This design comes from an exercise in tuning for small area and a short achievable clock period on the open sky130 flow, not from production work. No functional check of the RTL was part of any run shown here. No activity file was given, so power comes from the tool's default toggle rates.

## flow/design.v (module list and top-level ports; edited modules follow where they fit)
// module mul8: 14 lines
// module mul16: 1104 lines
// module mul16_fa: 4 lines
// module mul16_cpa: 143 lines
// module mul16_xnor: 3 lines
module mul16(
    input clk,
    input logic[15:0] a,
    input logic[15:0] b,
    output logic[31:0] r
);
  // ...
==> flow/flow/run.sh <==
#!/bin/bash
set -uo pipefail
here=$(pwd)
export BUFFER_PORTS_ARGS="-buffer_cell sky130_fd_sc_hd__buf_4"
export PRE_RESIZE_TCL="$here/flow/outbuf.tcl"
bash standard.sh > standard.log 2>&1
==> flow/flow/outbuf.tcl <==
# Sourced by ORFS's resize.tcl before repair_design: the buffer that buffer_ports put on
# each output port becomes a sky130_fd_sc_hd__buf_1.
set n 0
foreach port [get_ports -filter "direction==output"] {
  set net [get_nets [get_full_name $port]]
  foreach pin [get_pins -of_objects $net -filter "direction==output"] {
    set inst [get_cells -of_objects $pin]
    if {[get_property $inst ref_name] eq "sky130_fd_sc_hd__buf_4"} {
      replace_cell $inst sky130_fd_sc_hd__buf_1
      incr n
    }
  }
}
puts "outbuf.tcl: $n output buffers made buf_1"
==> flow/standard.sh <==
#!/bin/bash
# synth_recipe.tcl (not shown) runs the flow's synth.tcl, then flattens the netlist and writes it again
# the make line also repeats each setting of config.mk as NAME=value (left out here)
make -C /OpenROAD-flow-scripts/flow DESIGN_CONFIG=/design/flow/config.mk WORK_HOME=/design/flow/orfs CLKGATE_MAP_FILE= SYNTH_SCRIPT=/design/flow/synth_recipe.tcl "${@:-finish}"
==> flow/config.mk <==
export PLATFORM = sky130hd
export DESIGN_NAME = mul16
export DESIGN_NICKNAME = mul16
export VERILOG_FILES = /design/flow/design.v
export SDC_FILE = /design/flow/constraint.sdc
export NUM_CORES = 4
export LEC_CHECK = 0
export CAP_MARGIN = 20
export CORE_MARGIN = 2
export CORE_UTILIZATION = 40
export CTS_BUF_LIST = sky130_fd_sc_hd__clkbuf_8
export CTS_CLUSTER_SIZE = 12
export SETUP_SLACK_MARGIN = 2.0
export SLEW_MARGIN = 20
export SYNTH_HIERARCHICAL = 1
export SYNTH_MINIMUM_KEEP_SIZE = 0
==> flow/constraint.sdc <==
create_clock -name core_clock -period 5.5 [get_ports {clk}]
set_input_delay 1.1000 -clock core_clock [delete_from_list [all_inputs] [get_ports {clk}]]
set_output_delay 1.1000 -clock core_clock [all_outputs]
set_load 0.01 [all_outputs]
==> flow_metrics.py, run 1 <==
metrics = {
    "clock_tree": {
        "clock_path_buffers": 2,
        "clkTransAtPathRegs_ps": 110,
        "root_buffer": "clkbuf_8",
        "clock_sinks": 108,
        "cts_resized": 6,
    },
    "global_routing": {
        "global_route.overflow_total": 0,
        "busiest_layer": "met2",
        "antenna_found_initial": 0,
        "grt_pass1_vias": 5977,
    },
    "cells_and_area": {
        "drive_gt1_frac": 0.121,
        "largest_reg_flops": 76,
        "stdcell_area_sq_mm": 0.00944,
        "top_register": "q",
        "reg_top3": "q (76), r (32)",
        "clk_share": 0.0192,
        "multi_input_area_share": 0.670,
        "seq_cells": 108,
        "areaGrowthSynthToFinish_pct": 5.97,
        "mostFrequentLayoutCells": "nand2_1, fa_1, dfxtp_1, xnor2_1, buf_4",
        "antenna_cells": 0,
        "multi_input_area_sq_mm": 0.00633,
    },
    "power": {
        "seq_power_mw": 1.35,
        "p_sw_mw": 2.77,
        "swShare": 0.444,
    },
    "worst_setup_path": {
        "r2r_end": "r[30]",
        "slowest_delay_ps": 440,
        "cp_top_family": "adder cells",
        "worstSetupEndpointType": "register",
        "regToRegStartpoint": "q[32]",
        "endpoint": "r[30]",
        "critical_path_class": "reg -> reg",
    },
    "timing": {
        "finalWorstSetupSlack_ps": 2180,
        "tightest_slew_ps": 401,
    },
    "floorplanning": {
        "rows": 54,
        "core_sq_mm": 0.0218,
        "initial_utilization": 0.408,
    },
    "detailed_routing": {
        "met2_length_um": 9520,
        "drt_iter0_markers": 377,
        "via_count": 5597,
        "wl_per_cell_um": 18.1,
        "routed_via_density": 5.15,
    },
    "worst_hold_path": {
        "min_path_type": "reg -> reg",
    },
    "flow_run": {
        "cap_violations": 0,
    },
    "place": {
        "port_buffers": 64,
    },
    "outcome": {
        "status": "finished clean",
    },
}
==> module mul16_cpa, before the edit <==
module mul16_cpa(input [25:0] gi, input [25:0] pi, output [24:0] co);
    wire g0 = gi[0] | pi[0];
    wire p0 = pi[0];
    wire g1 = gi[1];
    wire p1 = pi[1];
    wire g2 = gi[2];
    wire p2 = pi[2];
    wire g3 = gi[3];
    wire p3 = pi[3];
    wire g4 = gi[4];
    wire p4 = pi[4];
    wire g5 = gi[5];
    wire p5 = pi[5];
    wire g6 = gi[6];
    wire p6 = pi[6];
    wire g7 = gi[7];
    wire p7 = pi[7];
    wire g8 = gi[8];
    wire p8 = pi[8];
    wire g9 = gi[9];
    wire p9 = pi[9];
    wire g10 = gi[10];
    wire p10 = pi[10];
    wire g11 = gi[11];
    wire p11 = pi[11];
    wire g12 = gi[12];
    wire p12 = pi[12];
    wire g13 = gi[13];
    wire p13 = pi[13];
    wire g14 = gi[14];
    wire p14 = pi[14];
    wire g15 = gi[15];
    wire p15 = pi[15];
    wire g16 = gi[16];
    wire p16 = pi[16];
    wire g17 = gi[17];
    wire p17 = pi[17];
    wire g18 = gi[18];
    wire p18 = pi[18];
    wire g19 = gi[19];
    wire p19 = pi[19];
    wire g20 = gi[20];
    wire p20 = pi[20];
    wire g21 = gi[21];
    wire p21 = pi[21];
    wire g22 = gi[22];
    wire p22 = pi[22];
    wire g23 = gi[23];
    wire p23 = pi[23];
    wire g24 = gi[24];
    wire p24 = pi[24];
    wire g25 = gi[25];
    wire p25 = pi[25];
    wire G1 = g1 | (p1 & g0);
    wire P1 = p1 & p0;
    wire G2 = g3 | (p3 & g2);
    wire P2 = p3 & p2;
    wire G3 = g5 | (p5 & g4);
    wire P3 = p5 & p4;
    wire G4 = g7 | (p7 & g6);
    wire P4 = p7 & p6;
    wire G5 = g9 | (p9 & g8);
    wire P5 = p9 & p8;
    wire G6 = g11 | (p11 & g10);
    wire P6 = p11 & p10;
    wire G7 = g13 | (p13 & g12);
    wire P7 = p13 & p12;
    wire G8 = g15 | (p15 & g14);
    wire P8 = p15 & p14;
    wire G9 = g17 | (p17 & g16);
    wire P9 = p17 & p16;
    wire G10 = g19 | (p19 & g18);
    wire P10 = p19 & p18;
    wire G11 = g21 | (p21 & g20);
    wire P11 = p21 & p20;
    wire G12 = g23 | (p23 & g22);
    wire P12 = p23 & p22;
    wire G13 = g25 | (p25 & g24);
    wire P13 = p25 & p24;
    wire G14 = G2 | (P2 & G1);
    wire P14 = P2 & P1;
    wire G15 = G4 | (P4 & G3);
    wire P15 = P4 & P3;
    wire G16 = G6 | (P6 & G5);
    wire P16 = P6 & P5;
    wire G17 = G8 | (P8 & G7);
    wire P17 = P8 & P7;
    wire G18 = G10 | (P10 & G9);
    wire P18 = P10 & P9;
    wire G19 = G12 | (P12 & G11);
    wire P19 = P12 & P11;
    wire G20 = G15 | (P15 & G14);
    wire P20 = P15 & P14;
    wire G21 = G17 | (P17 & G16);
    wire P21 = P17 & P16;
    wire G22 = G19 | (P19 & G18);
    wire P22 = P19 & P18;
    wire G23 = G21 | (P21 & G20);
    wire P23 = P21 & P20;
    wire G24 = G22 | (P22 & G23);
    wire P24 = P22 & P23;
    wire G25 = G16 | (P16 & G20);
    wire P25 = P16 & P20;
    wire G26 = G18 | (P18 & G23);
    wire P26 = P18 & P23;
    wire G27 = G3 | (P3 & G14);
    wire P27 = P3 & P14;
    wire G28 = G5 | (P5 & G20);
    wire P28 = P5 & P20;
    wire G29 = G7 | (P7 & G25);
    wire P29 = P7 & P25;
    wire G30 = G9 | (P9 & G23);
    wire P30 = P9 & P23;
    wire G31 = G11 | (P11 & G26);
    wire P31 = P11 & P26;
    wire G32 = G13 | (P13 & G24);
    wire P32 = P13 & P24;
    wire G33 = g2 | (p2 & G1);
    wire P33 = p2 & P1;
    wire G34 = g4 | (p4 & G14);
    wire P34 = p4 & P14;
    wire G35 = g6 | (p6 & G27);
    wire P35 = p6 & P27;
    wire G36 = g8 | (p8 & G20);
    wire P36 = p8 & P20;
    wire G37 = g10 | (p10 & G28);
    wire P37 = p10 & P28;
    wire G38 = g12 | (p12 & G25);
    wire P38 = p12 & P25;
    wire G39 = g14 | (p14 & G29);
    wire P39 = p14 & P29;
    wire G40 = g16 | (p16 & G23);
    wire P40 = p16 & P23;
    wire G41 = g18 | (p18 & G30);
    wire P41 = p18 & P30;
    wire G42 = g20 | (p20 & G26);
    wire P42 = p20 & P26;
    wire G43 = g22 | (p22 & G31);
    wire P43 = p22 & P31;
    wire G44 = g24 | (p24 & G24);
    wire P44 = p24 & P24;
    assign co = {G44, G24, G43, G31, G42, G26, G41, G30, G40, G23, G39, G29, G38, G25, G37, G28, G36, G20, G35, G27, G34, G14, G33, G1, g0};
endmodule
==> run 2, diff against run 1 <==
--- a/flow/design.v
+++ b/flow/design.v
@@ -1173,95 +1173,127 @@
     wire p24 = pi[24];
     wire g25 = gi[25];
     wire p25 = pi[25];
-    wire G1 = g1 | (p1 & g0);
-    wire P1 = p1 & p0;
-    wire G2 = g3 | (p3 & g2);
-    wire P2 = p3 & p2;
-    wire G3 = g5 | (p5 & g4);
-    wire P3 = p5 & p4;
-    wire G4 = g7 | (p7 & g6);
-    wire P4 = p7 & p6;
-    wire G5 = g9 | (p9 & g8);
-    wire P5 = p9 & p8;
-    wire G6 = g11 | (p11 & g10);
-    wire P6 = p11 & p10;
-    wire G7 = g13 | (p13 & g12);
-    wire P7 = p13 & p12;
-    wire G8 = g15 | (p15 & g14);
-    wire P8 = p15 & p14;
-    wire G9 = g17 | (p17 & g16);
-    wire P9 = p17 & p16;
-    wire G10 = g19 | (p19 & g18);
-    wire P10 = p19 & p18;
-    wire G11 = g21 | (p21 & g20);
-    wire P11 = p21 & p20;
-    wire G12 = g23 | (p23 & g22);
-    wire P12 = p23 & p22;
-    wire G13 = g25 | (p25 & g24);
-    wire P13 = p25 & p24;
-    wire G14 = G2 | (P2 & G1);
-    wire P14 = P2 & P1;
-    wire G15 = G4 | (P4 & G3);
-    wire P15 = P4 & P3;
-    wire G16 = G6 | (P6 & G5);
-    wire P16 = P6 & P5;
-    wire G17 = G8 | (P8 & G7);
-    wire P17 = P8 & P7;
-    wire G18 = G10 | (P10 & G9);
-    wire P18 = P10 & P9;
-    wire G19 = G12 | (P12 & G11);
-    wire P19 = P12 & P11;
-    wire G20 = G15 | (P15 & G14);
-    wire P20 = P15 & P14;
-    wire G21 = G17 | (P17 & G16);
-    wire P21 = P17 & P16;
-    wire G22 = G19 | (P19 & G18);
-    wire P22 = P19 & P18;
-    wire G23 = G21 | (P21 & G20);
-    wire P23 = P21 & P20;
-    wire G24 = G22 | (P22 & G23);
-    wire P24 = P22 & P23;
-    wire G25 = G16 | (P16 & G20);
-    wire P25 = P16 & P20;
-    wire G26 = G18 | (P18 & G23);
-    wire P26 = P18 & P23;
-    wire G27 = G3 | (P3 & G14);
-    wire P27 = P3 & P14;
-    wire G28 = G5 | (P5 & G20);
-    wire P28 = P5 & P20;
-    wire G29 = G7 | (P7 & G25);
-    wire P29 = P7 & P25;
-    wire G30 = G9 | (P9 & G23);
-    wire P30 = P9 & P23;
-    wire G31 = G11 | (P11 & G26);
-    wire P31 = P11 & P26;
-    wire G32 = G13 | (P13 & G24);
-    wire P32 = P13 & P24;
-    wire G33 = g2 | (p2 & G1);
-    wire P33 = p2 & P1;
-    wire G34 = g4 | (p4 & G14);
-    wire P34 = p4 & P14;
-    wire G35 = g6 | (p6 & G27);
-    wire P35 = p6 & P27;
-    wire G36 = g8 | (p8 & G20);
-    wire P36 = p8 & P20;
-    wire G37 = g10 | (p10 & G28);
-    wire P37 = p10 & P28;
-    wire G38 = g12 | (p12 & G25);
-    wire P38 = p12 & P25;
-    wire G39 = g14 | (p14 & G29);
-    wire P39 = p14 & P29;
-    wire G40 = g16 | (p16 & G23);
-    wire P40 = p16 & P23;
-    wire G41 = g18 | (p18 & G30);
-    wire P41 = p18 & P30;
-    wire G42 = g20 | (p20 & G26);
-    wire P42 = p20 & P26;
-    wire G43 = g22 | (p22 & G31);
-    wire P43 = p22 & P31;
-    wire G44 = g24 | (p24 & G24);
-    wire P44 = p24 & P24;
-    assign co = {G44, G24, G43, G31, G42, G26, G41, G30, G40, G23, G39, G29, G38, G25, G37, G28, G36, G20, G35, G27, G34, G14, G33, G1, g0};
+    wire G1 = g2 | (p2 & g1);
+    wire P1 = p2 & p1;
+    wire G2 = g4 | (p4 & g3);
+    wire P2 = p4 & p3;
+    wire G3 = g5 | (p5 & G2);
+    wire P3 = p5 & P2;
+    wire G4 = g3 | (p3 & G1);
+    wire P4 = p3 & P1;
+    wire G5 = G2 | (P2 & G1);
+    wire P5 = P2 & P1;
+    wire G6 = G3 | (P3 & G1);
+    wire P6 = P3 & P1;
+    wire G7 = g1 | (p1 & g0);
+    wire P7 = p1 & p0;
+    wire G8 = G1 | (P1 & g0);
+    wire P8 = P1 & p0;
+    wire G9 = G4 | (P4 & g0);
+    wire P9 = P4 & p0;
+    wire G10 = G5 | (P5 & g0);
+    wire P10 = P5 & p0;
+    wire G11 = G6 | (P6 & g0);
+    wire P11 = P6 & p0;
+    wire G12 = g7 | (p7 & g6);
+    wire P12 = p7 & p6;
+    wire G13 = g6 | (p6 & G11);
+    wire P13 = p6 & P11;
+    wire G14 = G12 | (P12 & G11);
+    wire P14 = P12 & P11;
+    wire G15 = g9 | (p9 & g8);
+    wire P15 = p9 & p8;
+    wire G16 = g10 | (p10 & G15);
+    wire P16 = p10 & P15;
+    wire G17 = g8 | (p8 & G14);
+    wire P17 = p8 & P14;
+    wire G18 = G15 | (P15 & G14);
+    wire P18 = P15 & P14;
+    wire G19 = G16 | (P16 & G14);
+    wire P19 = P16 & P14;
+    wire G20 = g11 | (p11 & G19);
+    wire P20 = p11 & P19;
+    wire G21 = g14 | (p14 & g13);
+    wire P21 = p14 & p13;
+    wire G22 = g16 | (p16 & g15);
+    wire P22 = p16 & p15;
+    wire G23 = g17 | (p17 & G22);
+    wire P23 = p17 & P22;
+    wire G24 = g15 | (p15 & G21);
+    wire P24 = p15 & P21;
+    wire G25 = G22 | (P22 & G21);
+    wire P25 = P22 & P21;
+    wire G26 = G23 | (P23 & G21);
+    wire P26 = P23 & P21;
+    wire G27 = g13 | (p13 & g12);
+    wire P27 = p13 & p12;
+    wire G28 = G21 | (P21 & g12);
+    wire P28 = P21 & p12;
+    wire G29 = G24 | (P24 & g12);
+    wire P29 = P24 & p12;
+    wire G30 = G25 | (P25 & g12);
+    wire P30 = P25 & p12;
+    wire G31 = G26 | (P26 & g12);
+    wire P31 = P26 & p12;
+    wire G32 = g19 | (p19 & g18);
+    wire P32 = p19 & p18;
+    wire G33 = g20 | (p20 & G32);
+    wire P33 = p20 & P32;
+    wire G34 = g21 | (p21 & G33);
+    wire P34 = p21 & P33;
+    wire G35 = g22 | (p22 & G34);
+    wire P35 = p22 & P34;
+    wire G36 = g23 | (p23 & G35);
+    wire P36 = p23 & P35;
+    wire G37 = g24 | (p24 & G36);
+    wire P37 = p24 & P36;
+    wire G38 = g25 | (p25 & G37);
+    wire P38 = p25 & P37;
+    wire G39 = g18 | (p18 & G31);
+    wire P39 = p18 & P31;
+    wire G40 = G32 | (P32 & G31);
+    wire P40 = P32 & P31;
+    wire G41 = G33 | (P33 & G31);
+    wire P41 = P33 & P31;
+    wire G42 = G34 | (P34 & G31);
+    wire P42 = P34 & P31;
+    wire G43 = G35 | (P35 & G31);
+    wire P43 = P35 & P31;
+    wire G44 = G36 | (P36 & G31);
+    wire P44 = P36 & P31;
+    wire G45 = G37 | (P37 & G31);
+    wire P45 = P37 & P31;
+    wire G46 = G38 | (P38 & G31);
+    wire P46 = P38 & P31;
+    wire G47 = g12 | (p12 & G20);
+    wire P47 = p12 & P20;
+    wire G48 = G27 | (P27 & G20);
+    wire P48 = P27 & P20;
+    wire G49 = G28 | (P28 & G20);
+    wire P49 = P28 & P20;
+    wire G50 = G29 | (P29 & G20);
+    wire P50 = P29 & P20;
+    wire G51 = G30 | (P30 & G20);
+    wire P51 = P30 & P20;
+    wire G52 = G31 | (P31 & G20);
+    wire P52 = P31 & P20;
+    wire G53 = G39 | (P39 & G20);
+    wire P53 = P39 & P20;
+    wire G54 = G40 | (P40 & G20);
+    wire P54 = P40 & P20;
+    wire G55 = G41 | (P41 & G20);
+    wire P55 = P41 & P20;
+    wire G56 = G42 | (P42 & G20);
+    wire P56 = P42 & P20;
+    wire G57 = G43 | (P43 & G20);
+    wire P57 = P43 & P20;
+    wire G58 = G44 | (P44 & G20);
+    wire P58 = P44 & P20;
+    wire G59 = G45 | (P45 & G20);
+    wire P59 = P45 & P20;
+    wire G60 = G46 | (P46 & G20);
+    wire P60 = P46 & P20;
+    assign co = {G59, G58, G57, G56, G55, G54, G53, G52, G51, G50, G49, G48, G47, G20, G19, G18, G17, G14, G13, G11, G10, G9, G8, G7, g0};
 endmodule
 module mul16_xnor(input x, input y, output s);
     assign s = ~(x ^ y);
==> flow_metrics.py, run 2 <==
metrics = {
    "outcome": {
        "status": "finished clean",
    },
    "clock_tree": {
        "h-tree-depth": 3,
        "numCtsBuffers": 9,
        "clock_path_buffers": 2,
        "hold_buffers": 0,
        "cts_tree": "built",
        "clkTransAtPathRegs_ps": 120,
        "root_buffer": "clkbuf_8",
        "insertion_delay_ps": 410,
        "clock_sinks": 108,
    },
    "place": {
        "place.gp.congestion": 0.873,
        "dpl_cell_area_sq_mm": 0.00918,
        "dp_cells": 1069,
        "place_hpwl_um": 15100,
        "port_buffers": 64,
    },
    "detailed_routing": {
        "drc": 0,
        "ant_nets": 0,
        "routed_via_density": 5.05,
        "via_count": 5486,
        "wl_per_cell_um": 18.2,
        "first_pass_iters": 4,
        "drt_iter0_markers": 311,
        "drt-total-wl_um": 19800,
    },
    "timing": {
        "min_period_over_period": 0.617,
        "clock_skew_ps": 15.8,
        "hold_viol": 0,
        "fmax_mhz": 295,
        "slew_violations": 0,
        "fin_crit_ps": 3400,
        "maxSlewHeadroom": 0.645,
        "setup-violations-final": 0,
        "tightest_slew_ps": 526,
        "rsz0062_at_grt": "true",
        "tns_ps": 0,
    },
    "cells_and_area": {
        "antenna_cells": 0,
        "largest_reg_flops": 76,
        "top_register": "q",
        "layout_commonest_cell": "nand2_1",
        "mostFrequentLayoutCells": "nand2_1, fa_1, dfxtp_1, xnor2_1, buf_4",
        "fin_cells": 1087,
        "fillers": 2120,
        "reg_top3": "q (76), r (32)",
        "areaGrowthSynthToFinish_pct": 5.87,
        "fin_nets": 1060,
        "drive_gt1_frac": 0.119,
        "stdcell_area_sq_mm": 0.00944,
    },
    "synthesis": {
        "synth_nets": 1072,
        "synth_warnings": 7,
        "syn_area_sq_mm": 0.00891,
        "syn_inst": 814,
        "avgSynthCellArea_sq_um": 10.9,
    },
    "global_routing": {
        "antenna_found_initial": 0,
        "grt_pass1_vias": 5988,
        "grt_pass1_wl_um": 32300,
        "grt_max_degree": 22,
        "track_usage": 0.178,
        "global_route.overflow_total": 0,
    },
    "power": {
        "p_leak_nw": 3.41,
        "ir_worst_vdd_v": 0.000372,
        "power.density_mw_per_mm2": 664,
    },
    "worst_hold_path": {
        "min_path_type": "reg -> reg",
        "hold_start": "q[2]",
        "hold_path_depth": 1,
        "hold_end": "r[2]",
    },
    "worst_setup_path": {
        "cp.required_ps": 5810,
        "reg2reg_depth": 10,
        "cp-start-kind": "register",
        "reg2reg_slack_ps": 2100,
        "regToRegStartpoint": "q[32]",
        "r2r_end": "r[29]",
        "crit_arrival_ps": 3700,
        "worstSetupEndpointType": "register",
        "critical_path_class": "reg -> reg",
        "critPathMaxFanout": 4,
    },
    "floorplanning": {
        "rows": 54,
        "die_area_sq_mm": 0.0235,
        "initial_utilization": 0.408,
        "core_sq_mm": 0.0218,
        "die_h_um": 153,
        "die_x_um": 153,
        "top_level_ports": 65,
    },
    "flow_run": {
        "cap_violations": 0,
    },
}
==> run 2: how the worst max path moves through the flow <==
stage	start	end	slack, ps	cells past startpoint
after floorplan	a[14]	q[65]	1970	8
after global placement	a[8]	q[65]	1870	7
after detailed placement	a[8]	q[65]	1830	7
after CTS	q[32]	r[30]	2010	11
after global routing	q[32]	r[29]	1960	10
final	q[32]	r[29]	2100	10
==> run 2: final cells by class <==
type	count	area (sq um)	share of cell area
inverters	7	26.3	0.00278
clock inverters	7	80.1	0.00849
well taps	280	350	0.0371
repair buffers	66	375	0.0398
clock buffers	9	124	0.0131
flip-flops and latches	108	2160	0.229
multi-input cells	610	6320	0.670
==> run 2: per-stage QoR <==
stage / utilization / hold WS (ps) / setup WS (ps) / power (mW)
5_1_grt: 0.432 / 394 / 1960 / 6.91
4_1_cts: 0.431 / 363 / 2010 / 6.20
6_report: 0.432 / 367 / 2100 / 6.26
3_5_place_dp: 0.421 / 344 / 1830 / 5.63
3_3_place_gp: 0.426 / 339 / 1870 / 5.70
2_1_floorplan: - / 338 / 1970 / 5.26
==> run 2: metal layers <==
metal | up-vias | GRT usage | wire length, um
met5 | - | 0 | 0
met3 | 24 | 0.0391 | 1530
li1 | 2433 | - | -
met4 | 0 | 0.0714 | 465
met1 | 2824 | 0.243 | 8490
met2 | 205 | 0.277 | 9340
==> run 2: report_power, final <==
part | leakage, nW | switching [mW] | internal (mW)
clock network | 0.0994 | 0.319 | 0.181
logic | 2.40 | 2.31 | 2.10
registers | 0.908 | 0.140 | 1.21
==> run 2: worst max-delay path, cell delays in order (launching register included) <==
cell and delay [ps]:
dfxtp_1 330, fa_1 440, fa_1 420, fa_1 550, ha_4 230, o21a_1 180, o31a_1 140, a22oi_2 400
nand3_2 160, a221o_1 330, xnor2_1 120
==> run 2: what timing repair did <==
item                                    CTS  global route
pin swaps                                 0             3
hold endpoints to repair                  0             0
endpoints found under the setup margin    1             5
cloned                                    0             0
setup buffers                             0             2
resized for setup                         1             4

[port drivers added, routing unchanged]
The results above use ideal ports. As a check the final layouts listed here were re-extracted and re-timed, cells and wires unchanged. Step 1: set_driving_cell puts a clkbuf_16 on clk and a buf_2 on each other input, an assumption about the parent block. Step 2 also shifts input and output timing later by t, the mid clock arrival at the registers, as if the neighbouring blocks saw the same clock. a / b / c = ideal / step 1 / step 2; a / b = the first two.
| run | t (ns) | setup WS [ns] | hold WS [ns] | worst setup path after step 2 |
|---|---|---|---|---|
| run 1 | 0.434 | 2.183 / 2.183 / 1.806 | 0.366 / 0.366 / 0.366 | input to register |
| run 2 | 0.443 | 2.105 / 2.105 / 1.847 | 0.367 / 0.367 / 0.367 | input to register |
After both steps setup and hold are still met in every run listed. For run 1, which loses most, drivers alone change the setup slack by 0.000 ns; drivers and shift together by -0.377 ns.
